Context: an optimization exercise on an open-source flow, tuned for small area. The choices shown serve that exercise and are no tape-out recipe. RTL that was checked went through simulation tests only; none was proved equivalent to the original. For runs 4 and 5, only the layout was checked, not whether the RTL still works.

[design/flow/config.mk]
export PLATFORM = sky130hd
export DESIGN_NAME = compact_bf
export DESIGN_NICKNAME = compact_bf
export VERILOG_FILES = /design/flow/design.v
export SDC_FILE = /design/flow/constraint.sdc
export NUM_CORES = 4
export LEC_CHECK = 0
export CAP_MARGIN = 20
export CORE_MARGIN = 2
export CORE_UTILIZATION = 40
export SLEW_MARGIN = 20
[design/flow/constraint.sdc]
create_clock -name core_clock -period 10.0 [get_ports {clk}]
set_input_delay 2.0000 -clock core_clock [delete_from_list [all_inputs] [get_ports {clk}]]
set_output_delay 2.0000 -clock core_clock [all_outputs]
set_load 0.01 [all_outputs]
[design/flow/design.v]
module foldk (input [23:0] p, output [14:0] s);
    wire t1 = p[1] ^ p[18] ^ p[19];
    wire t2 = (p[1] & p[18]) | (p[1] & p[19]) | (p[18] & p[19]);
    wire t3 = ~p[12] ^ ~p[13];
    wire t4 = ~p[12] & ~p[13];
    wire t5 = p[2] ^ ~p[14] ^ ~p[16];
    wire t6 = (p[2] & ~p[14]) | (p[2] & ~p[16]) | (~p[14] & ~p[16]);
    wire t7 = p[3] ^ ~p[15] ^ ~p[17];
    wire t8 = (p[3] & ~p[15]) | (p[3] & ~p[17]) | (~p[15] & ~p[17]);
    wire t9 = p[4] ^ p[18] ^ ~p[16];
    wire t10 = (p[4] & p[18]) | (p[4] & ~p[16]) | (p[18] & ~p[16]);
    wire t11 = p[5] ^ p[18] ^ p[19];
    wire t12 = (p[5] & p[18]) | (p[5] & p[19]) | (p[18] & p[19]);
    wire t13 = ~p[17] ^ ~p[20];
    wire t14 = ~p[17] & ~p[20];
    wire t15 = p[6] ^ p[19];
    wire t16 = p[6] & p[19];
    wire t17 = p[0] ^ p[19];
    wire t18 = p[0] & p[19];
    wire t19 = ~p[15] ^ ~p[20] ^ ~p[21];
    wire t20 = (~p[15] & ~p[20]) | (~p[15] & ~p[21]) | (~p[20] & ~p[21]);
    wire t21 = 1'b1 ^ t1;
    wire t22 = 1'b1 & t1;
    wire t23 = ~p[21] ^ ~p[22] ^ 1'b1;
    wire t24 = (~p[21] & ~p[22]) | (~p[21] & 1'b1) | (~p[22] & 1'b1);
    wire t25 = t5 ^ t2 ^ t4;
    wire t26 = (t5 & t2) | (t5 & t4) | (t2 & t4);
    wire t27 = ~p[20] ^ ~p[22] ^ ~p[23];
    wire t28 = (~p[20] & ~p[22]) | (~p[20] & ~p[23]) | (~p[22] & ~p[23]);
    wire t29 = 1'b1 ^ t7 ^ t6;
    wire t30 = (1'b1 & t7) | (1'b1 & t6) | (t7 & t6);
    wire t31 = ~p[20] ^ ~p[21] ^ ~p[23];
    wire t32 = (~p[20] & ~p[21]) | (~p[20] & ~p[23]) | (~p[21] & ~p[23]);
    wire t33 = 1'b1 ^ t9 ^ t8;
    wire t34 = (1'b1 & t9) | (1'b1 & t8) | (t9 & t8);
    wire t35 = ~p[21] ^ ~p[22] ^ 1'b1;
    wire t36 = (~p[21] & ~p[22]) | (~p[21] & 1'b1) | (~p[22] & 1'b1);
    wire t37 = t11 ^ t13 ^ t10;
    wire t38 = (t11 & t13) | (t11 & t10) | (t13 & t10);
    wire t39 = ~p[21] ^ ~p[22] ^ ~p[23];
    wire t40 = (~p[21] & ~p[22]) | (~p[21] & ~p[23]) | (~p[22] & ~p[23]);
    wire t41 = t15 ^ t12 ^ t14;
    wire t42 = (t15 & t12) | (t15 & t14) | (t12 & t14);
    wire t43 = p[7] ^ p[18] ^ ~p[22];
    wire t44 = (p[7] & p[18]) | (p[7] & ~p[22]) | (p[18] & ~p[22]);
    wire t45 = ~p[23] ^ t16;
    wire t46 = ~p[23] & t16;
    wire t47 = p[8] ^ p[18] ^ ~p[13];
    wire t48 = (p[8] & p[18]) | (p[8] & ~p[13]) | (p[18] & ~p[13]);
    wire t49 = ~p[14] ^ ~p[23] ^ 1'b1;
    wire t50 = (~p[14] & ~p[23]) | (~p[14] & 1'b1) | (~p[23] & 1'b1);
    wire t51 = p[9] ^ p[19] ^ ~p[12];
    wire t52 = (p[9] & p[19]) | (p[9] & ~p[12]) | (p[19] & ~p[12]);
    wire t53 = ~p[13] ^ ~p[15] ^ 1'b1;
    wire t54 = (~p[13] & ~p[15]) | (~p[13] & 1'b1) | (~p[15] & 1'b1);
    wire t55 = p[10] ^ p[19] ^ ~p[13];
    wire t56 = (p[10] & p[19]) | (p[10] & ~p[13]) | (p[19] & ~p[13]);
    wire t57 = p[11] ^ p[18];
    wire t58 = p[11] & p[18];
    wire t59 = ~p[13] ^ ~p[14];
    wire t60 = ~p[13] & ~p[14];
    wire t61 = t3 ^ t19 ^ t21;
    wire t62 = (t3 & t19) | (t3 & t21) | (t19 & t21);
    wire t63 = t23 ^ t25 ^ t20;
    wire t64 = (t23 & t25) | (t23 & t20) | (t25 & t20);
    wire t65 = t27 ^ t29 ^ t24;
    wire t66 = (t27 & t29) | (t27 & t24) | (t29 & t24);
    wire t67 = t31 ^ t33 ^ t28;
    wire t68 = (t31 & t33) | (t31 & t28) | (t33 & t28);
    wire t69 = t35 ^ t37 ^ t32;
    wire t70 = (t35 & t37) | (t35 & t32) | (t37 & t32);
    wire t71 = t39 ^ t41 ^ t36;
    wire t72 = (t39 & t41) | (t39 & t36) | (t41 & t36);
    wire t73 = t43 ^ t45 ^ t40;
    wire t74 = (t43 & t45) | (t43 & t40) | (t45 & t40);
    wire t75 = t47 ^ t49 ^ t44;
    wire t76 = (t47 & t49) | (t47 & t44) | (t49 & t44);
    wire t77 = t51 ^ t53 ^ t48;
    wire t78 = (t51 & t53) | (t51 & t48) | (t53 & t48);
    wire t79 = ~p[16] ^ t55 ^ t52;
    wire t80 = (~p[16] & t55) | (~p[16] & t52) | (t55 & t52);
    wire t81 = ~p[12] ^ ~p[17] ^ t57;
    wire t82 = (~p[12] & ~p[17]) | (~p[12] & t57) | (~p[17] & t57);
    wire t83 = ~p[20] ^ t17;
    wire t84 = ~p[20] & t17;
    wire t85 = t18 ^ t61 ^ t60;
    wire t86 = (t18 & t61) | (t18 & t60) | (t61 & t60);
    wire t87 = t22 ^ t63 ^ t62;
    wire t88 = (t22 & t63) | (t22 & t62) | (t63 & t62);
    wire t89 = t26 ^ t65 ^ t64;
    wire t90 = (t26 & t65) | (t26 & t64) | (t65 & t64);
    wire t91 = t30 ^ t67 ^ t66;
    wire t92 = (t30 & t67) | (t30 & t66) | (t67 & t66);
    wire t93 = t34 ^ t69 ^ t68;
    wire t94 = (t34 & t69) | (t34 & t68) | (t69 & t68);
    wire t95 = t38 ^ t71 ^ t70;
    wire t96 = (t38 & t71) | (t38 & t70) | (t71 & t70);
    wire t97 = t42 ^ t73 ^ t72;
    wire t98 = (t42 & t73) | (t42 & t72) | (t73 & t72);
    wire t99 = t46 ^ t75 ^ t74;
    wire t100 = (t46 & t75) | (t46 & t74) | (t75 & t74);
    wire t101 = t50 ^ t77 ^ t76;
    wire t102 = (t50 & t77) | (t50 & t76) | (t77 & t76);
    wire t103 = t54 ^ t79 ^ t78;
    wire t104 = (t54 & t79) | (t54 & t78) | (t79 & t78);
    wire t105 = t56 ^ t81 ^ t80;
    wire t106 = (t56 & t81) | (t56 & t80) | (t81 & t80);
    wire t107 = t58 ^ t82;
    wire t108 = t58 & t82;
    wire [14:0] ra = {1'b0, t108, t107, t105, t103, t101, t99, t97, t95, t93, t91, t89, t87, t85, t59};
    wire [14:0] rb = {1'b0, 1'b0, t106, t104, t102, t100, t98, t96, t94, t92, t90, t88, t86, t84, t83};
    assign s = ra + rb;
endmodule
`timescale 1ns / 1ps
module compact_bf #(parameter data_width = 12)(
        input clk,rst,
        input [data_width-1:0] u0,v0,u1,v1,
        input [data_width-1:0] wa1,wa2,wa3,
        input sel_0,sel_1,KD_mode,
        output [data_width-1:0] bf_0_upper,bf_0_lower,bf_1_upper,bf_1_lower
        );
    localparam [11:0] KQ = 12'd3329;
    localparam [23:0] DQ = 24'd8380417;
    wire isD  = KD_mode;
    wire isK4 = sel_0 & ~KD_mode;
    wire isK2 = ~sel_0 & ~KD_mode;
    wire inv  = sel_1;
    wire k2n = isK2 & ~inv;
    wire k2i = isK2 & inv;
    wire k4n = isK4 & ~inv;
    wire k4i = isK4 & inv;
    wire dn  = isD & ~inv;
    wire di  = isD & inv;
    function [11:0] addK(input [11:0] a, input [11:0] b);
        reg [12:0] s;
        begin
            s = a + b;
            addK = (s >= KQ) ? s - KQ : s[11:0];
        end
    endfunction
    function [11:0] subK(input [11:0] a, input [11:0] b);
        reg [12:0] d;
        begin
            d = {1'b0,a} - {1'b0,b};
            subK = d[12] ? d[11:0] + KQ : d[11:0];
        end
    endfunction
    function [11:0] hK(input [11:0] x);
        hK = x[0] ? {1'b0,x[11:1]} + 12'd1665 : {1'b0,x[11:1]};
    endfunction
    function [23:0] hD(input [23:0] x);
        hD = x[0] ? {1'b0,x[23:1]} + 24'd4190209 : {1'b0,x[23:1]};
    endfunction
    function [11:0] corrK(input [14:0] s);
        reg [5:0] st;
        reg [2:0] k;
        reg [14:0] kq;
        reg [12:0] v, v2;
        begin
            st = s[14:9];
            k = (st >= 6'd7) + (st >= 6'd14) + (st >= 6'd20) + (st >= 6'd27) + (st >= 6'd33);
            case (k)
                3'd0: kq = 15'd0;
                3'd1: kq = 15'd3329;
                3'd2: kq = 15'd6658;
                3'd3: kq = 15'd9987;
                3'd4: kq = 15'd13316;
                default: kq = 15'd16645;
            endcase
            v = s - kq;
            v2 = v - 13'd3329;
            corrK = v2[12] ? v[11:0] : v2[11:0];
        end
    endfunction
    function [13:0] redD(input [35:0] a);
        reg [26:0] y;
        reg [23:0] z;
        begin
            y = {a[35:23], 13'b0} - a[35:23] + a[22:0];
            z = {y[26:23], 13'b0} - y[26:23] + y[22:0];
            redD = {(z >= DQ), z[12:0]};
        end
    endfunction
    function [23:0] qd(input [12:0] b);
        qd = b[12] ? {12'b0, b[11:0]} + 24'd8396799 : {12'b0, b[11:0]};
    endfunction
    reg [23:0] rP0, rP1, rP2, rP3;           
    reg [14:0] rS0, rS1, rS2, rS3;           
    reg [13:0] rZ1, rZ2;                     
    reg [11:0] rU, rU2, rV, rV2;             
    reg [11:0] rT3pre, rT2, rT2b, rT1;            
    reg        rC1, rC2, rC3;                
    reg [11:0] rS, rSd, rAS, rA, rA2, rD3;        
    reg [11:0] rWx, rW3, rW1b, rW3b, rW1c, rW3c;  
    reg [23:0] rR;                           
    reg [11:0] L0 [1:15];
    reg [11:0] L1 [1:13];
    reg [11:0] L2 [1:13];
    reg [11:0] L3 [1:11];
    wire [12:0] dU = {1'b0,u0} + (KQ - {1'b0,u1});    
    wire [12:0] dV = {1'b0,v0} + (KQ - {1'b0,v1});    
    wire [11:0] sU = addK(u0, u1);
    wire [11:0] sV = addK(v0, v1);
    wire [11:0] A  = hK(sU);                           
    wire [23:0] F0 = {u0, v0};
    wire [23:0] F2 = {u1, v1};
    wire [24:0] dF = {1'b0,F0} - {1'b0,F2};
    wire [23:0] r  = dF[24] ? dF[23:0] + DQ : dF[23:0];  
    wire        oddr = dF[0] ^ dF[24];
    wire [25:0] tr = {dF[24],dF} + (dF[24] ? (oddr ? {DQ,1'b0} : {2'b0,DQ}) : (oddr ? {2'b0,DQ} : 26'd0));
    wire [11:0] aAD = addK(rA2, rD3);
    wire [11:0] sAD = subK(rA2, rD3);
    reg [12:0] x0, x1, x2, x3;
    reg [11:0] y0, y1, y2, y3;
    always @(*) begin
        x0 = {1'b0,u1}; y0 = wa2;
        x1 = {1'b0,v1}; y1 = wa2;
        x2 = {1'b0,v1}; y2 = wa3;
        x3 = {1'b0,u1}; y3 = wa3;
        if (k2n) begin
            x0 = {1'b0,u1}; y0 = 12'd2642;
            x1 = {1'b0,v1}; y1 = 12'd2642;
        end else if (k2i) begin
            x0 = dU; y0 = 12'd687;
            x1 = dV; y1 = 12'd687;
        end else if (k4n) begin
            x0 = {1'b0,u1};     y0 = wa2;
            x1 = {1'b0,v0};     y1 = wa1;
            x2 = {1'b0,v1};     y2 = wa3;
            x3 = {1'b0,rT3pre}; y3 = 12'd1821;
        end else if (k4i) begin
            x0 = {1'b0,rAS}; y0 = wa2;
            x1 = {1'b0,aAD}; y1 = rW1c;
            x2 = {1'b0,sAD}; y2 = rW3c;
            x3 = dV;         y3 = 12'd317;
        end else if (di) begin
            x0 = {1'b0,rR[23:12]}; y0 = rWx;
            x1 = {1'b0,rR[23:12]}; y1 = rW3;
            x2 = {1'b0,rR[11:0]};  y2 = rW3;
            x3 = {1'b0,rR[11:0]};  y3 = rWx;
        end
    end
    wire [24:0] p0 = x0 * y0;
    wire [24:0] p1 = x1 * y1;
    wire [24:0] p2 = x2 * y2;
    wire [24:0] p3 = x3 * y3;
    wire [14:0] f0, f1, f2, f3;
    foldk fk0 (.p(rP0), .s(f0));
    foldk fk1 (.p(rP1), .s(f1));
    foldk fk2 (.p(rP2), .s(f2));
    foldk fk3 (.p(rP3), .s(f3));
    wire [35:0] a1 = {rP1, 12'b0} + rP2;
    wire [35:0] a2 = {rP0[11:0], rP3[11:0], 12'b0};
    wire [13:0] z1 = redD(a1);
    wire [13:0] z2 = redD(a2);
    wire [11:0] R0 = corrK(rS0);
    wire [11:0] R1 = corrK(rS1);
    wire [11:0] R2 = corrK(rS2);
    wire [11:0] R3 = corrK(rS3);
    wire [12:0] B  = rZ1[12:0] + rZ2[12:0] - rZ1[13] - rZ2[13];
    wire [11:0] T1  = subK(rU2, R0);
    wire        c   = R0 < rU2;
    wire [11:0] T2  = addK(R1, R2);
    wire [11:0] T3p = subK(R1, R2);
    wire [11:0] X   = (12'd0 - R3) + (rC3 ? KQ : 12'd0);
    wire [11:0] Qa  = (rA - rSd) + ((rSd < rA) ? KQ : 12'd0);
    wire [24:0] zs = {1'b0,F0} + qd(B);
    wire [23:0] z  = (zs >= DQ) ? zs - DQ : zs[23:0];
    wire [23:0] hr = tr[24:1];
    wire [23:0] hq = hD(qd(B));
    reg [11:0] h0, h1, h2, h3;
    always @(*) begin
        if (k2n) begin
            h0 = addK(rU2, R0); h1 = subK(rU2, R0);
            h3 = addK(rV2, R1); h2 = subK(rV2, R1);
        end else if (k2i) begin
            h0 = hK(rU2); h1 = hK(R0);
            h3 = hK(rV2); h2 = hK(R1);
        end else if (k4n) begin
            h0 = R3;
            h1 = addK(rT1, L0[5]);
            h2 = subK(rT1, L0[5]);
            h3 = addK(X, rT2b);
        end else if (k4i) begin
            h0 = hK(Qa); h1 = hK(R0); h3 = hK(R1); h2 = hK(R2);
        end else if (dn) begin
            h0 = z[23:12]; h3 = z[11:0];
            h1 = hq[23:12]; h2 = hq[11:0];
        end else begin
            h0 = hr[23:12]; h3 = hr[11:0];
            h1 = hq[23:12]; h2 = hq[11:0];
        end
    end
    integer i;
    always @(posedge clk) begin
        rP0 <= p0[23:0]; rP1 <= p1[23:0]; rP2 <= p2[23:0]; rP3 <= p3[23:0];
        rS0 <= f0; rS1 <= f1; rS2 <= f2; rS3 <= f3;
        rZ1 <= z1; rZ2 <= z2;
        rU  <= k2i ? sU : u0;
        rV  <= k2i ? sV : v0;
        rU2 <= rU;
        rV2 <= rV;
        rT3pre <= T3p;
        rT2 <= T2;
        rT1 <= T1;
        rT2b <= rT2;
        rC1 <= c;
        rC2 <= rC1;
        rC3 <= rC2;
        rS  <= sV;
        rSd <= rS;
        rAS <= addK(A, rS);
        rA  <= A;
        rA2 <= rA;
        rD3 <= hK(R3);
        rWx <= k4i ? wa1 : wa2;
        rW3 <= wa3;
        rW1b <= rWx;
        rW3b <= rW3;
        rW1c <= rW1b;
        rW3c <= rW3b;
        rR  <= r;
        L0[1] <= h0; L1[1] <= h1; L2[1] <= h2; L3[1] <= h3;
        for (i = 2; i <= 15; i = i + 1) L0[i] <= L0[i-1];
        for (i = 2; i <= 13; i = i + 1) L1[i] <= L1[i-1];
        for (i = 2; i <= 13; i = i + 1) L2[i] <= L2[i-1];
        for (i = 2; i <= 11; i = i + 1) L3[i] <= L3[i-1];
    end
    assign bf_0_upper = k4i ? L0[15] : k4n ? L3[11] : isK2 ? L0[5] : L0[7];
    assign bf_1_upper = k4i ? L1[13] : k4n ? L1[13] : isK2 ? L1[5] : dn ? L0[7] : L1[6];
    assign bf_0_lower = isK4 ? L3[11] : isK2 ? L3[6] : L3[7];
    assign bf_1_lower = k4i ? L2[11] : k4n ? L2[13] : isK2 ? L2[6] : dn ? L3[7] : L2[6];
endmodule
[design/flow/run.sh]
#!/bin/bash
# synth_recipe.tcl (not shown) runs the flow's synth.tcl, then flattens the netlist and writes it again
# the make line also repeats each setting of config.mk as NAME=value (left out here)
make -C /OpenROAD-flow-scripts/flow DESIGN_CONFIG=/design/flow/config.mk WORK_HOME=/design/flow/orfs CLKGATE_MAP_FILE= SYNTH_SCRIPT=/design/flow/synth_recipe.tcl finish
==> run summary, run 1 <==
Async set-reset flop share out of synthesis: 0%
Wl on met1: 118.5 mm
Sequential area share after synthesis: 25.76%
Hold_sp: L0[3][10]
DP HPWL: 225.3 mm
Post-CTS Setup Bufs: 0
Clk_skew: 0.06699 ns
Final Hold Fails: 0
Max Clk Rate: 105.0 MHz
Max-Cap Viols: 0
Total CTS buffers: 117
Total grt overflow: 0
Root buffer cell: clkbuf_16
Complex-gate fraction of the synthesized area: 14.88%
Largest net degree at the start of global routing: 74
Cells after synthesis: 9,394
Hold Slack: 0.3010 ns
RSZ-0062 raised after global routing: no
Htree depth: 3
Synth Area in XOR/XNOR: 8.442%
Die Y: 461.0 um
Worst Setup Start Kind: flip-flop
Synth-to-Final Area Change: 13.63%
Register bit total from synthesis: 1,075
Metal3 WL: 15.50 mm
Die Wd: 461.0 um
Final Critical Period: 9.522 ns
Initial Utilization: 40.30%
WP data required: 10.68 ns
Proportion of layout cells with a drive suffix above 1: 8.124%
Longest individual stage delay on the worst path: 0.60 ns
Status: timing/DRC/antenna clean
Initial detailed-routing violation count: 4,985
Ports: 137
Total wire length: 272.3 mm
DR DRC count: 0
Setup violators final: 0
Nets: 11,400
Routed len/inst: 21.44 um
Clk buf depth: 3
Syn. warnings: 5
Final core area utilization: 45.80%
Largest family of logic cells by synthesized area: adder cells
Die Area: 212,500 um^2
Hold Path Class: flip-flop to flip-flop
Row count: 167
Slew Viols, Final: 0
DR vias: 67,360
Top FF cell, synth: dfxtp_1
Leading area contributor after synthesis: dfxtp_1
First-pass GRT wire length: 408.6 mm
Average size of a mapped cell: 8.892 um^2
Crit-path max FO: 11
Synth top area share: 25.76%
Fin crit share: 95.22%
Synth area leaders: dfxtp_1 26%, fa_1 15%, ha_1 13%
Post-synthesis mux area share: 1.179%
Post-synth EDFFs: 0
FF-to-FF Start: rS3[11]
Vias in the first global route: 66,690
Tightest Pin Transition: 1.023 ns
Top Metal Used: met5
Critical Path AT: 10.20 ns
Design area: 94,920 um^2
Worst hold path cell count: 0
R2R depth: 34
Post-DRT Antenna Nets: 0
Simple-Gate Fraction of Synth Area: 13.91%
Core area: 207,300 um^2
Crit-path slowest cell: fa_1
Global-route usage over all layers: 25.33%
Reg2reg end: L3[1][3]
Post-Synth Adder-Cell Area: 28.49%
Port bufs: 135
Clock Sinks: 1,075
Placer congestion estimate: 0.9637
Via density per instance: 5.304
Rel. slew slack: 31.32%
Wire length on met2: 124.4 mm
TritonCTS clock tree: done
Unique masters post-synth: 135
Initial antenna violation count: 28
Hold Path Sink: L0[4][10]
Synthesized area: 83,530 um^2
Drt pass-1 iters: 6
Worst skew pair latency: 0.82 ns
Setup CP Type: flip-flop to flip-flop
Critical path's most frequent cell: fa_1
Cell Area, Placed: 90,510 um^2
Worst setup EP type: flip-flop
Worst reg-to-reg setup slack: 0.48 ns
Worst-path clk slew: 0.07 ns
placed cells by master, fill, tap and decap left out, types with 50 or more instances in the layout:
cell type and n:
inv_1 1349, dfxtp_1 1074, nand2_1 903, ha_1 880
fa_1 639, xnor2_1 572, nor2_1 510, a21oi_1 505
buf_4 384, o21ai_0 341, xor2_1 209, nand3_1 149
nor3_1 134, and2_1 131, clkdlybuf4s50_1 131, nor2b_1 123
clkbuf_16 117, a21o_1 111, o21bai_1 98, nand2b_1 94
o21a_1 85, o22ai_1 79, and3_1 69, mux2i_1 63
a211oi_1 62, nand4_1 59, a31oi_1 57, o211ai_1 54
a221oi_1 51, nor4_1 50
kinds of logic after synthesis:
group,Yosys count
xor+xnor,793
flops,1075
mux,91
simple gates,2434
other cells,2
compound gates,1866
buf+inv,1614
fa+ha+maj,1519
cell usage after synthesis, types with 39 or more instances:
| cell | count |
|---|---|
| inv_1 | 1351 |
| and3_1 | 69 |
| o21a_1 | 85 |
| a21oi_1 | 507 |
| a31oi_1 | 57 |
| fa_1 | 639 |
| nand2_1 | 906 |
| o211ai_1 | 54 |
| mux2i_1 | 63 |
| xor2_1 | 210 |
| a221oi_1 | 51 |
| nand2b_1 | 94 |
| xnor2_1 | 572 |
| nor2b_1 | 123 |
| dfxtp_1 | 1075 |
| a211oi_1 | 63 |
| and2_1 | 131 |
| nor3_1 | 134 |
| o22ai_1 | 79 |
| o21ai_0 | 344 |
| a21o_1 | 111 |
| ha_1 | 880 |
| nor2_1 | 516 |
| clkbuf_1 | 200 |
| nor4_1 | 52 |
| nand4_1 | 59 |
| nand3_1 | 149 |
| o21bai_1 | 98 |
| a21boi_0 | 39 |
| or3_1 | 47 |
routing by layer:
metal  up-vias  track usage [%]
li1      32100                -
met1     32740            33.20
met2      2045            41.64
met3       475            3.302
met4         8            11.16
met5         -                0
worst max path at each step:
stage               endpoint  slack, ns     from  cells after the start
floorplan            rP1[23]       0.90    v0[1]                     32
global placement     rP3[20]      -0.28    v0[1]                     32
detailed placement   rP3[22]      -0.38    v0[1]                     32
CTS                 L3[1][3]       0.43  rS3[11]                     34
global route         rZ1[13]      0.004   rP1[0]                     43
finish              L3[1][3]       0.48  rS3[11]                     34
metrics by stage:
stage               setup slack, ns  setup TNS (ns)  cells
floorplan                    0.9009               0   9405
global placement            -0.2817          -1.603  12460
detailed placement          -0.3751          -2.311  12460
CTS                          0.4272               0  12680
global route               0.004427               0  12700
finish                       0.4785               0  12700
flip-flops by register name, summed over array words and instances (netlist names), 14 cells and up:
signal / count
L0: 180
L1: 156
L2: 156
L3: 132
rP0: 24
rP1: 24
rP2: 24
rP3: 24
rR: 24
rS0: 15
rS1: 15
rS2: 15
rS3: 15
rZ1: 14
rZ2: 14
worst max-delay path: cells and delay by family, from the launching register on:
kind                     cells  cell delay (ns)
AND/OR/NAND/NOR              8             1.94
buffers and inverters        4             0.56
adder cells (fa/ha/maj)      7             2.81
flip-flops                   1             0.35
AO/OA/AOI/OAI               12             3.24
XOR/XNOR                     3             0.53
layout make-up:
cell class,instances,area (um^2)
antenna,15,37.54
clock buffer,145,3263
clock inverter,74,1044
fill,20180,112400
inverter,1358,5099
multi-input combinational,6716,56040
sequential,1075,21520
tap,2788,3488
timing repair buffer,528,4432
what timing repair did:
| item | CTS | global route |
|---|---|---|
| hold endpoints to repair | 0 | 0 |
| gates resized for setup | 0 | 11 |
| hold buffers | 0 | 0 |
| setup endpoints to repair | 0 | 18 |
==> run 2: changes to the inputs <==
--- a/design/flow/design.v
+++ b/design/flow/design.v
@@ -152,9 +152,9 @@
         hD = x[0] ? {1'b0,x[23:1]} + 24'd4190209 : {1'b0,x[23:1]};
     endfunction
-    function [11:0] corrK(input [14:0] s);
+    function [11:0] corrA(input [14:0] s);
         reg [5:0] st;
         reg [2:0] k;
         reg [14:0] kq;
-        reg [12:0] v, v2;
+        reg [14:0] v;
         begin
             st = s[14:9];
@@ -169,15 +169,19 @@
             endcase
             v = s - kq;
-            v2 = v - 13'd3329;
-            corrK = v2[12] ? v[11:0] : v2[11:0];
+            corrA = v[11:0];
         end
     endfunction
-    function [13:0] redD(input [35:0] a);
-        reg [26:0] y;
+    function [11:0] corrB(input [11:0] v);
+        reg [12:0] v2;
+        begin
+            v2 = {1'b0,v} - 13'd3329;
+            corrB = v2[12] ? v : v2[11:0];
+        end
+    endfunction
+    function [13:0] redDz(input [26:0] y);
         reg [23:0] z;
         begin
-            y = {a[35:23], 13'b0} - a[35:23] + a[22:0];
             z = {y[26:23], 13'b0} - y[26:23] + y[22:0];
-            redD = {(z >= DQ), z[12:0]};
+            redDz = {(z >= DQ), z[12:0]};
         end
     endfunction
@@ -186,5 +190,5 @@
     endfunction
     reg [23:0] rP0, rP1, rP2, rP3;           
-    reg [14:0] rS0, rS1, rS2, rS3;           
+    reg [11:0] rS0, rS1, rS2, rS3;           
     reg [13:0] rZ1, rZ2;                     
     reg [11:0] rU, rU2, rV, rV2;             
@@ -209,6 +213,4 @@
     wire        oddr = dF[0] ^ dF[24];
     wire [25:0] tr = {dF[24],dF} + (dF[24] ? (oddr ? {DQ,1'b0} : {2'b0,DQ}) : (oddr ? {2'b0,DQ} : 26'd0));
-    wire [11:0] aAD = addK(rA2, rD3);
-    wire [11:0] sAD = subK(rA2, rD3);
     reg [12:0] x0, x1, x2, x3;
     reg [11:0] y0, y1, y2, y3;
@@ -250,21 +252,36 @@
     foldk fk2 (.p(rP2), .s(f2));
     foldk fk3 (.p(rP3), .s(f3));
-    wire [35:0] a1 = {rP1, 12'b0} + rP2;
-    wire [35:0] a2 = {rP0[11:0], rP3[11:0], 12'b0};
-    wire [13:0] z1 = redD(a1);
-    wire [13:0] z2 = redD(a2);
-    wire [11:0] R0 = corrK(rS0);
-    wire [11:0] R1 = corrK(rS1);
-    wire [11:0] R2 = corrK(rS2);
-    wire [11:0] R3 = corrK(rS3);
+    wire [26:0] yD1 = rP2[22:0] + {rP1[10:0], 12'b0} + {rP1[23:11], 13'b0} - rP1[23:11]
+                   + {rP2[23], 13'b0} - rP2[23];
+    wire [12:0] ah2 = {rP0[11:0], rP3[11]};
+    wire [26:0] yD2 = {rP3[10:0], 12'b0} + {ah2, 13'b0} - ah2;
+    wire [13:0] z1 = redDz(yD1);
+    wire [13:0] z2 = redDz(yD2);
+    wire [11:0] R0 = corrB(rS0);
+    wire [11:0] R1 = corrB(rS1);
+    wire [11:0] R2 = corrB(rS2);
+    wire [11:0] R3 = corrB(rS3);
     wire [12:0] B  = rZ1[12:0] + rZ2[12:0] - rZ1[13] - rZ2[13];
-    wire [11:0] T1  = subK(rU2, R0);
+    wire [11:0] Qa  = (rA - rSd) + ((rSd < rA) ? KQ : 12'd0);
+    wire [11:0] sub1 = subK(rU2, R0);                       
+    wire [11:0] add1 = addK(k4n ? R1 : rU2, k4n ? R2 : R0);  
+    wire [11:0] sub2 = subK(k4n ? R1 : rV2, k4n ? R2 : R1);  
+    wire [11:0] aAD  = addK(rA2, rD3);                      
+    wire [11:0] sAD  = subK(rA2, rD3);
+    wire [11:0] add2 = addK(k4n ? rT1 : rV2, k4n ? L0[5] : R1);  
+    wire [11:0] sub3 = subK(rT1, L0[5]);                    
+    wire [11:0] hk0 = hK(k4i ? Qa : rU2);                    
+    wire [11:0] hk1 = hK(R0);                                
+    wire [11:0] hk2 = hK(k4i ? R2 : R1);                     
+    wire [11:0] hk3 = hK(k4i ? R1 : rV2);                    
+    wire [11:0] T1  = sub1;
     wire        c   = R0 < rU2;
-    wire [11:0] T2  = addK(R1, R2);
-    wire [11:0] T3p = subK(R1, R2);
+    wire [11:0] T2  = add1;
+    wire [11:0] T3p = sub2;
     wire [11:0] X   = (12'd0 - R3) + (rC3 ? KQ : 12'd0);
-    wire [11:0] Qa  = (rA - rSd) + ((rSd < rA) ? KQ : 12'd0);
-    wire [24:0] zs = {1'b0,F0} + qd(B);
-    wire [23:0] z  = (zs >= DQ) ? zs - DQ : zs[23:0];
+    wire [11:0] bf0n = addK(X, rT2b);
+    wire [24:0] zA = {1'b0,F0} + {13'b0,B[11:0]} + (B[12] ? 25'd8396799 : 25'd0);
+    wire [25:0] zB = {2'b0,F0} + {14'b0,B[11:0]} + (B[12] ? 26'd16382 : (26'h3FFFFFF - 26'd8380416));
+    wire [23:0] z  = zB[25] ? zA[23:0] : zB[23:0];
     wire [23:0] hr = tr[24:1];
     wire [23:0] hq = hD(qd(B));
@@ -272,16 +289,9 @@
     always @(*) begin
         if (k2n) begin
-            h0 = addK(rU2, R0); h1 = subK(rU2, R0);
-            h3 = addK(rV2, R1); h2 = subK(rV2, R1);
-        end else if (k2i) begin
-            h0 = hK(rU2); h1 = hK(R0);
-            h3 = hK(rV2); h2 = hK(R1);
+            h0 = add1; h1 = sub1; h3 = add2; h2 = sub2;
+        end else if (k2i | k4i) begin
+            h0 = hk0; h1 = hk1; h3 = hk3; h2 = hk2;
         end else if (k4n) begin
-            h0 = R3;
-            h1 = addK(rT1, L0[5]);
-            h2 = subK(rT1, L0[5]);
-            h3 = addK(X, rT2b);
-        end else if (k4i) begin
-            h0 = hK(Qa); h1 = hK(R0); h3 = hK(R1); h2 = hK(R2);
+            h0 = R3; h1 = add2; h2 = sub3; h3 = bf0n;
         end else if (dn) begin
             h0 = z[23:12]; h3 = z[11:0];
@@ -295,5 +305,5 @@
     always @(posedge clk) begin
         rP0 <= p0[23:0]; rP1 <= p1[23:0]; rP2 <= p2[23:0]; rP3 <= p3[23:0];
-        rS0 <= f0; rS1 <= f1; rS2 <= f2; rS3 <= f3;
+        rS0 <= corrA(f0); rS1 <= corrA(f1); rS2 <= corrA(f2); rS3 <= corrA(f3);
         rZ1 <= z1; rZ2 <= z2;
         rU  <= k2i ? sU : u0;
==> run 2 against run 1 <==
Largest cell class unchanged. Still clean. Flip-flop and latch count shrank 12. Core utilization fell by 0.72 points. First-iteration DRC count is 13% higher. Non-clock buffer count shrank 66. Highest routed layer unchanged.
==> run summary, run 2 <==
Total CTS buffers: 104
Status: timing/DRC/antenna clean
Critical path destination: rS3[11]
Proportion of layout cells with a drive suffix above 1: 6.882%
Largest net degree at the start of global routing: 66
Synth-to-Final Area Change: 12.23%
Unique masters post-synth: 100
Max-Cap Viols: 0
TritonCTS clock tree: done
Reg area: 21,280 um^2
R2R depth: 35
Die Y: 456.8 um
Average size of a mapped cell: 8.870 um^2
Total wire length: 283.0 mm
Nets: 11,180
Clk buf depth: 3
Post-CTS Setup Bufs: 0
Initial Utilization: 40.16%
Worst reg-to-reg setup slack: 0.45 ns
Cells after synthesis: 9,245
Area of the multi-input gates: 54,730 um^2
Synth area leaders: dfxtp_1 26%, fa_1 16%, ha_1 13%
Post-synth EDFFs: 0
Htree depth: 3
First-pass GRT wire length: 418.4 mm
Placer congestion estimate: 1.004
Met1 Use GR: 35.08%
Port bufs: 135
Setup CP Type: flip-flop to flip-flop
Die Area: 208,600 um^2
Leading area contributor after synthesis: dfxtp_1
Largest Register: L0
Synth top area share: 25.95%
Clk_skew: 0.09443 ns
Final Hold Fails: 0
Synthesized area: 82,000 um^2
Slew Viols, Final: 0
Vias in the first global route: 65,600
GR Util met3: 3.660%
Max Clk Rate: 104.7 MHz
Drt pass-1 iters: 7
Reg2reg end: rS3[11]
Fin crit share: 95.47%
Initial antenna violation count: 26
Die Wd: 456.8 um
Top FF cell, synth: dfxtp_1
Post-DRT Antenna Nets: 0
Async set-reset flop share out of synthesis: 0%
WP depth: 35
Clock Sinks: 1,063
Routed len/inst: 22.92 um
Cell Area, Placed: 88,340 um^2
Largest register FFs: 180
Commonest non-fill, non-tap cell in the layout: inv_1
Buf/Inv on CP: 5
Met2 usage: 42.35%
FF-to-FF Start: rP3[16]
Hold Path Class: flip-flop to flip-flop
Crit-path slowest cell: fa_1
CP delay by family, top: adder cells
Core area: 204,200 um^2
Critical Path AT: 10.24 ns
Most frequent cells after synthesis: 1,358 x inv_1, 1,063 x dfxtp_1, 870 x ha_1
DR vias: 67,230
Sequential area share after synthesis: 25.95%
Global-route usage over all layers: 26.59%
Worst setup EP type: flip-flop
Syn. warnings: 5
Final Critical Period: 9.547 ns
Hold Slack: 0.2767 ns
Most numerous cell in the Yosys netlist: inv_1
Most frequent cells in the layout: 1,357 x inv_1, 1,063 x dfxtp_1, 870 x ha_1
Row count: 166
Root buffer cell: clkbuf_16
Design area: 92,030 um^2
Filler Cell Count: 19,820
Worst-path clk slew: 0.07 ns
Critical path's most frequent cell: fa_1
Crit-path max FO: 4
Worst Setup Start Kind: flip-flop
Worst skew pair latency: 0.80 ns
Hold_sp: rW1b[3]
Tightest Pin Transition: 1.162 ns
Rel. slew slack: 22.00%
DP HPWL: 235.2 mm
Top Registers: L0: 180 flops, L1: 156 flops, L2: 156 flops
Initial detailed-routing violation count: 5,630
Ports: 137
Register bit total from synthesis: 1,063
Total grt overflow: 0
Setup violators final: 0
Crit path from: rP3[16]
WP data required: 10.69 ns
Via density per instance: 5.445
GR peak layer: met2
Longest individual stage delay on the worst path: 0.53 ns
DR DRC count: 0
[run 2: changes by cell type after synthesis, moves of 16 or more]
cell and change:
nand2_1 -124, a22o_1 +16, xor2_1 -26, o211ai_1 +34
xnor2_1 -125, or3_1 +22, o21bai_1 -62, a211oi_1 +25
o21ai_0 +22, nor2b_1 -20, fa_1 +25, a21oi_1 -84
nor3_1 +56, nor2_1 +127
[run 2: worst min-delay path by stage]
| stage | slack, ns | end | cells past startpoint |
|---|---|---|---|
| CTS | 0.27 | rW1c[3] | 0 |
| detailed placement | 0.31 | L1[9][6] | 0 |
| floorplan | 0.31 | L0[10][0] | 0 |
| finish | 0.28 | rW1c[3] | 0 |
| global route | 0.28 | rW1c[3] | 0 |
| global placement | 0.31 | rW1c[7] | 0 |
[run 2: cell families after synthesis]
| kind of cell | Yosys count | share of synthesized area (%) |
|---|---|---|
| AND/OR/NAND/NOR | 2454 | 14.11 |
| AO/OA/AOI/OAI | 1828 | 14.79 |
| buffers and inverters | 1629 | 7.497 |
| adder cells (fa/ha/maj) | 1534 | 29.49 |
| flip-flops | 1063 | 25.95 |
| XOR/XNOR | 634 | 6.816 |
| multiplexers | 101 | 1.349 |
| other | 2 | 0.009159 |
[run 2: final cells by class]
cell class,instances,area share (%)
Multi-Input combinational cell,6564,59.47
Timing Repair Buffer,462,4.231
Clock inverter,60,0.7818
Clock buffer,137,3.148
Inverter,1362,5.555
Tap cell,2688,3.655
Antenna cell,12,0.03263
Sequential cell,1063,23.12
[run 2: worst reg2reg max path, delay by kind of cell, from the launching register on]
family	cells	cell delay (ns)
adders and majority gates	9	3.70
buffers and inverters	5	0.45
and+or+nand+nor	7	1.68
xor gates and xnor gates	2	0.41
AOI/OAI and AO/OA	12	2.84
DFF	1	0.46
[run 2: metrics by stage]
step	setup TNS, ns	instances	setup slack (ns)	utilization [%]
2_1_floorplan	0	9256	1.050	-
3_3_place_gp	0	12140	0.02118	43.26
3_5_place_dp	-0.1066	12140	-0.06610	43.27
4_1_cts	0	12340	0.3599	45.04
5_1_grt	-0.01921	12340	-0.01921	45.06
6_report	0	12350	0.4528	45.07
[run 2: metal layers]
layer  share of wire [%]  wire (um)  up-vias
li1                    -          -    31520
met1                  43     121400    32610
met2                  45     126500     2469
met3                 6.5      18320      618
met4                 5.9      16710       14
met5               0.036        103        -
[run 2: repair_timing]
| item | in CTS | in global routing |
|---|---|---|
| gates resized for setup | 0 | 5 |
| endpoints found under the setup margin | 0 | 2 |
| hold endpoints to repair | 0 | 0 |
| hold buffers | 0 | 0 |
==> run 3: changes to the inputs <==
--- a/design/flow/design.v
+++ b/design/flow/design.v
@@ -186,4 +186,14 @@
         end
     endfunction
+    function [23:0] hqf(input [12:0] b);
+        reg [11:0] m;
+        reg [11:0] hi;
+        begin
+            m = b[12] ? b[11:0] - 12'd1 : b[11:0];
+            if (b[12] && b[11:0] == 12'd0) hqf = 24'h800000;
+            else if (m[0]) hqf = {(b[12] ? 12'h800 : 12'h3FF), {1'b0, m[11:1]} + 12'd1};
+            else hqf = {(b[12] ? 12'h401 : 12'h000), 1'b0, m[11:1]};
+        end
+    endfunction
     function [23:0] qd(input [12:0] b);
         qd = b[12] ? {12'b0, b[11:0]} + 24'd8396799 : {12'b0, b[11:0]};
@@ -191,16 +201,15 @@
     reg [23:0] rP0, rP1, rP2, rP3;           
     reg [11:0] rS0, rS1, rS2, rS3;           
-    reg [13:0] rZ1, rZ2;                     
     reg [11:0] rU, rU2, rV, rV2;             
-    reg [11:0] rT3pre, rT2, rT2b, rT1;            
+    reg [11:0] H1, H2, H3, H4;
+    wire [11:0] rT3pre = H1, rT2 = H2, rT2b = H3, rT1 = H4;     
+    wire [11:0] rS = H1, rSd = H2, rA = H3, rA2 = H4;           
     reg        rC1, rC2, rC3;                
-    reg [11:0] rS, rSd, rAS, rA, rA2, rD3;        
+    reg [11:0] rAS, rD3;                     
     reg [11:0] rWx, rW3, rW1b, rW3b, rW1c, rW3c;  
-    reg [23:0] rR;                           
     reg [11:0] L0 [1:15];
     reg [11:0] L1 [1:13];
     reg [11:0] L2 [1:13];
     reg [11:0] L3 [1:11];
-    wire [12:0] dU = {1'b0,u0} + (KQ - {1'b0,u1});    
     wire [12:0] dV = {1'b0,v0} + (KQ - {1'b0,v1});    
     wire [11:0] sU = addK(u0, u1);
@@ -224,6 +233,8 @@
             x1 = {1'b0,v1}; y1 = 12'd2642;
         end else if (k2i) begin
-            x0 = dU; y0 = 12'd687;
-            x1 = dV; y1 = 12'd687;
+            x0 = {1'b0,u0}; y0 = 12'd687;
+            x2 = {1'b0,u1}; y2 = 12'd687;
+            x1 = {1'b0,v0}; y1 = 12'd687;
+            x3 = {1'b0,v1}; y3 = 12'd687;
         end else if (k4n) begin
             x0 = {1'b0,u1};     y0 = wa2;
@@ -237,8 +248,8 @@
             x3 = dV;         y3 = 12'd317;
         end else if (di) begin
-            x0 = {1'b0,rR[23:12]}; y0 = rWx;
-            x1 = {1'b0,rR[23:12]}; y1 = rW3;
-            x2 = {1'b0,rR[11:0]};  y2 = rW3;
-            x3 = {1'b0,rR[11:0]};  y3 = rWx;
+            x0 = {1'b0,rW1b}; y0 = rWx;       
+            x1 = {1'b0,rW1b}; y1 = rW3;
+            x2 = {1'b0,rW3b}; y2 = rW3;
+            x3 = {1'b0,rW3b}; y3 = rWx;
         end
     end
@@ -262,16 +273,16 @@
     wire [11:0] R2 = corrB(rS2);
     wire [11:0] R3 = corrB(rS3);
-    wire [12:0] B  = rZ1[12:0] + rZ2[12:0] - rZ1[13] - rZ2[13];
+    wire [12:0] B  = {rS2[0], rS0} + {rS2[2], rS1} - rS2[1] - rS2[3];
     wire [11:0] Qa  = (rA - rSd) + ((rSd < rA) ? KQ : 12'd0);
     wire [11:0] sub1 = subK(rU2, R0);                       
     wire [11:0] add1 = addK(k4n ? R1 : rU2, k4n ? R2 : R0);  
-    wire [11:0] sub2 = subK(k4n ? R1 : rV2, k4n ? R2 : R1);  
+    wire [11:0] sub2 = subK((k4n | k2i) ? R1 : rV2, k4n ? R2 : k2i ? R3 : R1);  
     wire [11:0] aAD  = addK(rA2, rD3);                      
     wire [11:0] sAD  = subK(rA2, rD3);
     wire [11:0] add2 = addK(k4n ? rT1 : rV2, k4n ? L0[5] : R1);  
-    wire [11:0] sub3 = subK(rT1, L0[5]);                    
+    wire [11:0] sub3 = subK(k2i ? R0 : rT1, k2i ? R2 : L0[5]);  
     wire [11:0] hk0 = hK(k4i ? Qa : rU2);                    
-    wire [11:0] hk1 = hK(R0);                                
-    wire [11:0] hk2 = hK(k4i ? R2 : R1);                     
+    wire [11:0] hk1 = hK(k2i ? sub3 : R0);                   
+    wire [11:0] hk2 = hK(k4i ? R2 : sub2);                   
     wire [11:0] hk3 = hK(k4i ? R1 : rV2);                    
     wire [11:0] T1  = sub1;
@@ -285,5 +296,5 @@
     wire [23:0] z  = zB[25] ? zA[23:0] : zB[23:0];
     wire [23:0] hr = tr[24:1];
-    wire [23:0] hq = hD(qd(B));
+    wire [23:0] hq = hqf(B);
     reg [11:0] h0, h1, h2, h3;
     always @(*) begin
@@ -305,30 +316,27 @@
     always @(posedge clk) begin
         rP0 <= p0[23:0]; rP1 <= p1[23:0]; rP2 <= p2[23:0]; rP3 <= p3[23:0];
-        rS0 <= corrA(f0); rS1 <= corrA(f1); rS2 <= corrA(f2); rS3 <= corrA(f3);
-        rZ1 <= z1; rZ2 <= z2;
+        rS0 <= isD ? z1[11:0] : corrA(f0);
+        rS1 <= isD ? z2[11:0] : corrA(f1);
+        rS2 <= isD ? {8'b0, z2[13:12], z1[13:12]} : corrA(f2);
+        rS3 <= corrA(f3);
         rU  <= k2i ? sU : u0;
         rV  <= k2i ? sV : v0;
         rU2 <= rU;
         rV2 <= rV;
-        rT3pre <= T3p;
-        rT2 <= T2;
-        rT1 <= T1;
-        rT2b <= rT2;
+        H1 <= k4n ? T3p : sV;
+        H2 <= k4n ? T2 : H1;
+        H3 <= k4n ? H2 : A;
+        H4 <= k4n ? T1 : H3;
         rC1 <= c;
         rC2 <= rC1;
         rC3 <= rC2;
-        rS  <= sV;
-        rSd <= rS;
         rAS <= addK(A, rS);
-        rA  <= A;
-        rA2 <= rA;
         rD3 <= hK(R3);
         rWx <= k4i ? wa1 : wa2;
         rW3 <= wa3;
-        rW1b <= rWx;
-        rW3b <= rW3;
+        rW1b <= k4i ? rWx : r[23:12];
+        rW3b <= k4i ? rW3 : r[11:0];
         rW1c <= rW1b;
         rW3c <= rW3b;
-        rR  <= r;
         L0[1] <= h0; L1[1] <= h1; L2[1] <= h2; L3[1] <= h3;
         for (i = 2; i <= 15; i = i + 1) L0[i] <= L0[i-1];
==> run 3 against run 2 <==
Area after synthesis down 3.0%. Cell count down 1.3%. First-iteration DRC count up 12%. Register-to-register slack better by 0.06 ns. Clock skew up 0.0011 ns. Worst setup slack improved by 0.061 ns. Via count increased by 0.56%. Flip-flop and latch count shrank 100. Global-route usage up 1.4 points. Highest routed layer unchanged.
==> run summary, run 3 <==
Die Y: 449.9 um
Buf/Inv on CP: 6
Critical Path AT: 10.09 ns
Top Registers: L0: 180 flops, L1: 156 flops, L2: 156 flops
Commonest non-fill, non-tap cell in the layout: inv_1
Largest net degree at the start of global routing: 147
Most numerous cell in the Yosys netlist: inv_1
Max-Cap Viols: 0
Worst Setup Start Kind: flip-flop
Vias in the first global route: 65,930
Port bufs: 135
Row count: 163
Syn. warnings: 5
Fin crit share: 94.87%
Setup_tns: 0 ns
Cell Area, Placed: 85,430 um^2
Total grt overflow: 0
Cells after synthesis: 9,195
Worst hold path cell count: 0
DP HPWL: 237.9 mm
Synth top area share: 24.24%
Worst setup EP type: flip-flop
Setup WS pre-CTS: -0.07580 ns
Average size of a mapped cell: 8.649 um^2
Setup violators final: 0
WP data required: 10.61 ns
Nets: 11,030
R2R depth: 37
Root buffer cell: clkbuf_16
Top FF cell, synth: dfxtp_1
DR DRC count: 0
Largest register FFs: 180
Design area: 89,280 um^2
Core area: 197,400 um^2
Status: timing/DRC/antenna clean
Final Hold Fails: 0
Clk buf depth: 3
Largest Register: L0
Unique masters post-synth: 101
Initial Utilization: 40.28%
Htree depth: 3
Post-synth EDFFs: 0
Synth area leaders: dfxtp_1 24%, fa_1 16%, ha_1 14%
WP depth: 37
Ports: 137
Proportion of layout cells with a drive suffix above 1: 6.454%
Slew Viols, Final: 0
Rel. slew slack: 13.42%
Most frequent cells after synthesis: 1,319 x inv_1, 981 x nand2_1, 963 x dfxtp_1
Initial antenna violation count: 29
Most frequent cells in the layout: 1,318 x inv_1, 978 x nand2_1, 962 x dfxtp_1
Total wire length: 289.0 mm
Drt pass-1 iters: 6
Sequential area share after synthesis: 24.24%
Clock Sinks: 963
Setup CP Type: flip-flop to flip-flop
Placer congestion estimate: 1.026
Via density per instance: 5.549
Register bit total from synthesis: 963
Max Clk Rate: 105.4 MHz
Crit-path max FO: 4
Post-DRT Antenna Nets: 0
Total CTS buffers: 101
Synthesized area: 79,520 um^2
Global-route usage over all layers: 28.01%
Die Wd: 449.9 um
Routed len/inst: 23.72 um
Longest individual stage delay on the worst path: 0.53 ns
Crit-path slowest cell: fa_1
Final Critical Period: 9.487 ns
Hold Path Class: flip-flop to flip-flop
First-pass GRT wire length: 425.0 mm
DR vias: 67,610
Initial detailed-routing violation count: 6,321
Die Area: 202,400 um^2
Async set-reset flop share out of synthesis: 0%
Worst-path clk slew: 0.07 ns
Synth-to-Final Area Change: 12.26%
Leading area contributor after synthesis: dfxtp_1
Final WS setup: 0.5135 ns
Worst skew pair latency: 0.79 ns
Tightest Pin Transition: 1.290 ns
CP delay by family, top: adder cells
TritonCTS clock tree: done
Clk_skew: 0.09552 ns
[run 3: changes by cell type after synthesis, moves of 27 or more]
cell,change
inv_1,-39
fa_1,-27
o21bai_1,+29
mux2i_1,+36
clkbuf_1,+34
nand2_1,+199
o21ai_0,+84
o21a_1,-30
dfxtp_1,-100
o211ai_1,-30
a21oi_1,+53
nor2_1,-100
[run 3: worst paths after layout]
| check | start | endpoint | slack [ns] |
|---|---|---|---|
| setup / recovery | rP3[14] | rS3[11] | 0.51 |
| hold / removal | rV[11] | rV2[11] | 0.25 |
| setup reg to reg | rP3[14] | rS3[11] | 0.51 |
| hold reg to reg | rV[11] | rV2[11] | 0.25 |
[run 3: area by class of cell]
| type | count | area (um^2) |
|---|---|---|
| Clock inverter | 67 | 1046 |
| Clock buffer | 122 | 2726 |
| Inverter | 1324 | 4972 |
| Antenna cell | 16 | 40.04 |
| Multi-Input combinational cell | 6625 | 54290 |
| Sequential cell | 963 | 19280 |
| Tap cell | 2640 | 3303 |
| Timing Repair Buffer | 428 | 3618 |
| Fill cell | 19400 | 108100 |
[run 3: repair_timing]
item                       in CTS  in global routing
buffers inserted                0                  0
resized for setup               0                 13
setup endpoints to repair       0                  8
hold endpoints to repair        0                  0
hold buffers                    0                  0
[run 3: kinds of logic after synthesis]
group / Yosys count / synth area share (%)
AO/OA/AOI/OAI: 1869 / 15.13
XOR/XNOR: 645 / 7.168
adder cells (fa/ha/maj): 1499 / 29.60
buffers and inverters: 1610 / 7.659
flip-flops: 963 / 24.24
multiplexers: 125 / 1.660
other: 2 / 0.009444
AND/OR/NAND/NOR: 2482 / 14.54
[run 3: metrics by stage]
step	utilization (%)	instances	hold slack [ns]
floorplan	-	9198	0.3096
global route	45.21	12180	0.2315
CTS	45.19	12170	0.2229
detailed placement	43.28	11980	0.3121
finish	45.22	12190	0.2460
global placement	43.27	11980	0.3096
[run 3: routing by layer]
metal | wire [um] | vias to the layer above | track usage (%)
met3 | 20930 | 688 | 3.962
met5 | 93 | - | 0
met4 | 20200 | 14 | 16.96
met2 | 129100 | 2810 | 44.44
met1 | 118700 | 32930 | 36.11
li1 | - | 31170 | -
==> run 4: changes to the inputs <==
--- a/design/flow/design.v
+++ b/design/flow/design.v
@@ -180,8 +180,8 @@
     endfunction
     function [13:0] redDz(input [26:0] y);
-        reg [23:0] z;
+        reg [24:0] zp;
         begin
-            z = {y[26:23], 13'b0} - y[26:23] + y[22:0];
-            redDz = {(z >= DQ), z[12:0]};
+            zp = {y[26:23], 13'b0} - y[26:23] + y[22:0] + 25'd8396799;
+            redDz = {zp[24], zp[12:0]};
         end
     endfunction
@@ -273,5 +273,5 @@
     wire [11:0] R2 = corrB(rS2);
     wire [11:0] R3 = corrB(rS3);
-    wire [12:0] B  = {rS2[0], rS0} + {rS2[2], rS1} - rS2[1] - rS2[3];
+    wire [12:0] B  = {rS2[0], rS0} + {rS2[2], rS1} + !rS2[1] + !rS2[3];
     wire [11:0] Qa  = (rA - rSd) + ((rSd < rA) ? KQ : 12'd0);
     wire [11:0] sub1 = subK(rU2, R0);                       
@@ -292,6 +292,7 @@
     wire [11:0] X   = (12'd0 - R3) + (rC3 ? KQ : 12'd0);
     wire [11:0] bf0n = addK(X, rT2b);
-    wire [24:0] zA = {1'b0,F0} + {13'b0,B[11:0]} + (B[12] ? 25'd8396799 : 25'd0);
-    wire [25:0] zB = {2'b0,F0} + {14'b0,B[11:0]} + (B[12] ? 26'd16382 : (26'h3FFFFFF - 26'd8380416));
+    wire [24:0] zF = {1'b0,F0} + {13'b0,B[11:0]};
+    wire [24:0] zA = zF + (B[12] ? 25'd8396799 : 25'd0);
+    wire [25:0] zB = {1'b0,zF} + (B[12] ? 26'd16382 : (26'h3FFFFFF - 26'd8380416));
     wire [23:0] z  = zB[25] ? zA[23:0] : zB[23:0];
     wire [23:0] hr = tr[24:1];
--- a/design/flow/config.mk
+++ b/design/flow/config.mk
@@ -8,4 +8,4 @@
 export CAP_MARGIN = 20
 export CORE_MARGIN = 2
-export CORE_UTILIZATION = 40
+export CORE_UTILIZATION = 65
 export SLEW_MARGIN = 20
==> run 4 against run 3 <==
Still clean. Sequential share of layout area grew 0.42 points. Clock skew is 0.014 ns higher. Cell area fell by 1.9%. Core utilization grew 27 points. First-iteration DRC count up 33%. Critical path depth is the same. Via count grew 4.1%. Non-clock buffer count down 6. Fmax decreased by 1.1%. Critical endpoint is now rP3[23]. Largest cell class unchanged. Highest routed layer unchanged.
==> run summary, run 4 <==
Core area: 121,600 um^2
First-pass GRT wire length: 433.1 mm
Critical path destination: rP3[23]
Largest net degree at the start of global routing: 102
Top FF cell, synth: dfxtp_1
Hold buffer count at CTS: 0
Nets: 11,030
Final non-filler cell total: 11,140
Die Y: 353.6 um
Via density per instance: 6.319
Synth-to-Final Area Change: 10.25%
DR DRC count: 0
Largest Register: L0
Critical Path AT: 10.17 ns
DP HPWL: 231.8 mm
Largest register FFs: 180
Rel. slew slack: 14.11%
Filler Cell Count: 8,849
Htree depth: 3
Synth area leaders: dfxtp_1 24%, fa_1 16%, ha_1 14%
TritonCTS clock tree: done
WP depth: 37
Ports: 137
WP data required: 10.58 ns
Placed cell count: 10,950
Total CTS buffers: 95
Most frequent cells after synthesis: 1,308 x inv_1, 963 x dfxtp_1, 950 x nand2_1
Vias in the first global route: 70,610
Drt pass-1 iters: 7
Worst hold path cell count: 0
Status: timing/DRC/antenna clean
R2R depth: 37
Area of the multi-input gates: 54,380 um^2
Async set-reset flop share out of synthesis: 0%
Reg2reg end: rS1[11]
RSZ-0062 raised after global routing: no
Crit-path max FO: 4
Reg area: 19,280 um^2
Fin crit share: 95.91%
Die Wd: 353.6 um
Final Critical Period: 9.591 ns
Most numerous cell in the Yosys netlist: inv_1
Slew Viols, Final: 0
Worst skew pair latency: 0.77 ns
Clock Sinks: 963
Total grt overflow: 0
DR vias: 70,390
Cells after synthesis: 9,185
Placer congestion estimate: 1.072
Global-route usage over all layers: 46.05%
Initial Utilization: 65.35%
Unique masters post-synth: 110
Post-DRT Antenna Nets: 0
Total wire length: 292.9 mm
Tightest Pin Transition: 1.279 ns
Top Registers: L0: 180 flops, L1: 156 flops, L2: 156 flops
Initial detailed-routing violation count: 8,384
Max Clk Rate: 104.3 MHz
Worst setup EP type: flip-flop
Final Hold Fails: 0
Most frequent cells in the layout: 1,307 x inv_1, 963 x dfxtp_1, 947 x nand2_1
Register bit total from synthesis: 963
Max-Cap Viols: 0
Worst-path clk slew: 0.06 ns
Commonest non-fill, non-tap cell in the layout: inv_1
Die Area: 125,000 um^2
Hold Path Class: flip-flop to flip-flop
CP delay by family, top: adder cells
Setup violators final: 0
Average size of a mapped cell: 8.648 um^2
Longest individual stage delay on the worst path: 0.59 ns
FF-to-FF Start: rP1[14]
Proportion of layout cells with a drive suffix above 1: 6.359%
Worst Setup Start Kind: input port
Initial antenna violation count: 16
Synth top area share: 24.27%
Worst reg-to-reg setup slack: 0.44 ns
Clk buf depth: 3
Sequential area share after synthesis: 24.27%
Post-synth EDFFs: 0
Port bufs: 135
Buf/Inv on CP: 9
Setup CP Type: input port to flip-flop
Crit-path slowest cell: clkdlybuf4s50_1
Routed len/inst: 26.29 um
Clk_skew: 0.1096 ns
Root buffer cell: clkbuf_16
Setup_tns: 0 ns
Leading area contributor after synthesis: dfxtp_1
Syn. warnings: 5
Crit path from: v0[1]
Row count: 128
Synthesized area: 79,430 um^2
## run 4: cell types whose count changed after synthesis, moves of 19 or more
cell | before | now
o21ai_0 | 450 | 480
nor4_1 | 38 | 18
nand2_1 | 981 | 950
nor3_1 | 174 | 151
a21oi_1 | 476 | 495
nor2b_1 | 107 | 130
xor2_1 | 171 | 191
ha_1 | 862 | 895
nor2_1 | 543 | 588
## run 4: cells by family (layout without fill, tap and decap cells)
| group | count (synthesis) | after routing | synth area share, % |
|---|---|---|---|
| AND/OR/NAND/NOR | 2448 | 2448 | 14.22 |
| AO/OA/AOI/OAI | 1893 | 1893 | 15.45 |
| buffers and inverters | 1597 | 1907 | 7.572 |
| adder cells (fa/ha/maj) | 1518 | 1518 | 29.80 |
| flip-flops | 963 | 963 | 24.27 |
| XOR/XNOR | 654 | 654 | 7.221 |
| multiplexers | 111 | 111 | 1.457 |
| other | 1 | 20 | 0.004721 |
## run 4: layout make-up
type | instances | share of cell area [%]
flip-flops and latches | 963 | 22.01
well taps | 1625 | 2.322
repair buffers | 422 | 4.106
multi-input cells | 6629 | 62.09
clock buffers | 132 | 3.102
diodes | 15 | 0.04286
inverters | 1313 | 5.631
clock inverters | 40 | 0.6915
## run 4: worst register-to-register path, delay by kind of cell, from the launching register on
| family | cells | cell delay, ns |
|---|---|---|
| fa+ha+maj | 9 | 3.86 |
| compound gates | 13 | 2.57 |
| simple gates | 10 | 1.98 |
| flops | 1 | 0.57 |
| buf+inv | 4 | 0.34 |
| xor+xnor | 1 | 0.14 |
## run 4: worst min path at each step
stage              start        end  slack, ns
2_1_floorplan   L0[9][0]  L0[10][0]       0.31
3_3_place_gp    L3[3][1]   L3[4][1]       0.31
3_5_place_dp   L0[14][0]  L0[15][0]       0.31
6_report       L0[1][10]  L0[2][10]       0.28
4_1_cts         L0[3][7]   L0[4][7]       0.29
5_1_grt           rU[10]    rU2[10]       0.29
## run 4: repair_timing
item	in CTS	in global routing
gates resized for setup	0	28
endpoints found under the setup margin	0	13
buffers inserted	0	2
hold endpoints to repair	0	0
## run 4: per-stage QoR
step	area [um^2]	util (%)	setup slack (ns)	hold WS, ns
4_1_cts	87410	71.91	0.3172	0.2879
5_1_grt	87540	72.02	0.02128	0.2855
3_3_place_gp	84080	69.17	-0.06339	0.3098
3_5_place_dp	84090	69.18	-0.3225	0.3121
2_1_floorplan	79450	-	0.7344	0.3096
6_report	87570	72.04	0.4086	0.2805
## run 4: layer usage
metal / track usage [%] / up-vias / share of wire (%)
met5: 0 / - / 0.052
met4: 31.35 / 22 / 8.0
met3: 13.17 / 1200 / 12
met2: 70.18 / 4338 / 43
met1: 56.66 / 33820 / 37
li1: - / 31010 / -
==> run 5: changes to the inputs <==
--- a/design/flow/config.mk
+++ b/design/flow/config.mk
@@ -9,3 +9,5 @@
 export CORE_MARGIN = 2
 export CORE_UTILIZATION = 65
+export CTS_CLUSTER_DIAMETER = 100
+export CTS_CLUSTER_SIZE = 30
 export SLEW_MARGIN = 20
==> run 5 against run 4 <==
Critical endpoint unchanged. Still clean. Register-to-register slack worse by 0.02 ns. Global-route usage is 1.1 points lower.
==> run summary, run 5 <==
Hold_sp: L0[4][5]
DP HPWL: 231.8 mm
Top Registers: L0: 180 flops, L1: 156 flops, L2: 156 flops
Slew Viols, Final: 0
Synthesized area: 79,430 um^2
Vias in the first global route: 69,120
Max Clk Rate: 104.1 MHz
Final Hold Fails: 0
Worst hold path cell count: 0
Wl on met1: 106.4 mm
Global-route usage over all layers: 44.91%
Final Critical Period: 9.611 ns
Total grt overflow: 0
Largest register FFs: 180
Average size of a mapped cell: 8.648 um^2
Final core area utilization: 70.61%
Tightest Pin Transition: 1.299 ns
Row count: 128
Clk_skew: 0.09388 ns
Most frequent cells in the layout: 1,307 x inv_1, 963 x dfxtp_1, 947 x nand2_1
Hold Path Sink: L0[5][5]
Largest Register: L0
Die Wd: 353.6 um
Most frequent cells after synthesis: 1,308 x inv_1, 963 x dfxtp_1, 950 x nand2_1
Wire length on met2: 123.3 mm
Setup violators final: 0
DR DRC count: 0
Die Area: 125,000 um^2
Clock Sinks: 963
Max-Cap Viols: 0
Placer congestion estimate: 1.072
Filler Cell Count: 9,152
Post-synth EDFFs: 0
Longest individual stage delay on the worst path: 0.59 ns
Initial Utilization: 65.35%
Crit path from: v0[1]
Async set-reset flop share out of synthesis: 0%
Setup CP Type: input port to flip-flop
Top Metal Used: met5
Crit-path slowest cell: clkdlybuf4s50_1
Worst skew pair latency: 0.75 ns
Total CTS buffers: 47
Cells after synthesis: 9,185
Register bit total from synthesis: 963
Core area: 121,600 um^2
Commonest non-fill, non-tap cell in the layout: inv_1
Syn. warnings: 5
Rel. slew slack: 12.79%
Clk buf depth: 3
Total wire length: 286.0 mm
Critical path's most frequent cell: fa_1
Ports: 137
Sequential area share after synthesis: 24.27%
Largest net degree at the start of global routing: 102
Htree depth: 2
Synth-to-Final Area Change: 8.052%
FF-to-FF Start: H4[0]
Die Y: 353.6 um
Port bufs: 135
Metal3 WL: 33.90 mm
Initial antenna violation count: 16
Routed len/inst: 25.93 um
Worst setup EP type: flip-flop
Worst Setup Start Kind: input port
Drt pass-1 iters: 9
Unique masters post-synth: 110
Reg2reg end: rP2[22]
Nets: 10,980
Hold Path Class: flip-flop to flip-flop
Most numerous cell in the Yosys netlist: inv_1
Via density per instance: 6.292
Post-DRT Antenna Nets: 0
Worst reg-to-reg setup slack: 0.42 ns
Crit-path max FO: 4
Root buffer cell: clkbuf_16
Initial detailed-routing violation count: 8,285
R2R depth: 40
Leading area contributor after synthesis: dfxtp_1
WP data required: 10.61 ns
Critical Path AT: 10.22 ns
Top FF cell, synth: dfxtp_1
Status: timing/DRC/antenna clean
Synth top area share: 24.27%
TritonCTS clock tree: done
Fin crit share: 96.11%
Proportion of layout cells with a drive suffix above 1: 5.471%
Worst-path clk slew: 0.12 ns
Synth area leaders: dfxtp_1 24%, fa_1 16%, ha_1 14%
DR vias: 69,390
First-pass GRT wire length: 423.0 mm
==> run 5: cell counts after synthesis <==
Identical to the previous run, type by type.
==> run 5: worst max path at each step <==
stage | to | slack [ns] | depth (start not counted)
2_1_floorplan | rP3[20] | 0.73 | 33
3_3_place_gp | rP3[20] | -0.06 | 34
3_5_place_dp | rP3[20] | -0.32 | 36
4_1_cts | rS0[11] | 0.22 | 40
5_1_grt | rP3[23] | -0.005 | 34
6_report | rP3[23] | 0.39 | 35
==> run 5: layer usage <==
metal / global-route usage (%) / up-vias
met2: 69.32 / 4082
met4: 28.52 / 16
met3: 11.52 / 1092
met1: 56.18 / 33350
li1: - / 30850
met5: 0 / -
==> run 5: timing repair <==
| action | 4_1_cts | 5_1_grt |
|---|---|---|
| buffers inserted | 0 | 1 |
| endpoints found under the hold margin | 0 | 0 |
| hold buffers | 0 | 0 |
| endpoints found under the setup margin | 0 | 12 |
| gates resized for setup | 0 | 23 |
==> run 5: per-stage QoR <==
stage / cells / worst slack (ns) / TNS, ns / instance area (um^2) / hold slack, ns
floorplan: 9189 / 0.7344 / 0 / 79450 / 0.3096
global placement: 10950 / -0.06339 / -0.1420 / 84080 / 0.3098
detailed placement: 10950 / -0.3225 / -1.107 / 84090 / 0.3121
CTS: 11020 / 0.2220 / 0 / 85700 / 0.3104
global route: 11020 / -0.005173 / -0.005173 / 85810 / 0.3186
finish: 11030 / 0.3893 / 0 / 85830 / 0.3204
==> run 5: layout make-up <==
type / count / area (um^2) / share of cell area, %
clock inverters: 22 / 440.4 / 0.5131
flip-flops and latches: 963 / 19280 / 22.46
diodes: 8 / 20.02 / 0.02332
inverters: 1313 / 4931 / 5.745
clock buffers: 47 / 1176 / 1.370
repair buffers: 421 / 3588 / 4.181
multi-input cells: 6629 / 54360 / 63.34
well taps: 1625 / 2033 / 2.369
==> run 5: kinds of logic (layout without fill, tap and decap cells) <==
group | count (synthesis) | count (layout) | share of synthesized area, %
AOI/OAI and AO/OA | 1893 | 1893 | 15.45
xor gates and xnor gates | 654 | 654 | 7.221
adders and majority gates | 1518 | 1518 | 29.80
buffers and inverters | 1597 | 1803 | 7.572
DFF | 963 | 963 | 24.27
muxes | 111 | 111 | 1.457
other | 1 | 13 | 0.004721
and+or+nand+nor | 2448 | 2448 | 14.22
==> run 5: worst max-delay path, delay by kind of cell <==
family	cells	cell delay [ns]
AO/OA/AOI/OAI	14	2.70
XOR/XNOR	2	0.24
AND/OR/NAND/NOR	4	0.59
adder cells (fa/ha/maj)	9	3.78
buffers and inverters	6	0.94

==> re-timing with driven ports <==
The flow's constraints put no driver on any port. The routed layouts listed below were extracted and timed again, unchanged, in two steps.
Step 1: set_driving_cell puts a clkbuf_16 on clk and a buf_2 on each other input, an assumption about the parent block.
Step 2 adds t to the input delays and takes it off the output delays; t is the mean of the earliest and latest rising clock arrival at the registers after step 1. Input paths then give back, and output paths get back, about the clock's delay inside the block.
Three values: no drivers, after step 1, after step 2; two values: the first two.
run	shift t [ns]	setup WS [ns]	clock arrival spread, ns	pins driven straight from the clock port
run 1	0.869	0.478 / 0.478 / -0.241	0.075 / 0.075	1
run 2	0.847	0.453 / 0.453 / -0.178	0.105 / 0.106	1
run 3	0.834	0.513 / 0.476 / -0.358	0.101 / 0.100	1
run 4	0.805	0.409 / 0.439 / -0.335	0.115 / 0.114	1
run 5	0.793	0.389 / 0.416 / -0.341	0.095 / 0.095	1
With both steps, setup timing fails in every run listed, where it was met with ideal ports. The setup slack of run 3, which loses most, moves by -0.037 ns with the drivers and by -0.871 ns with both steps.
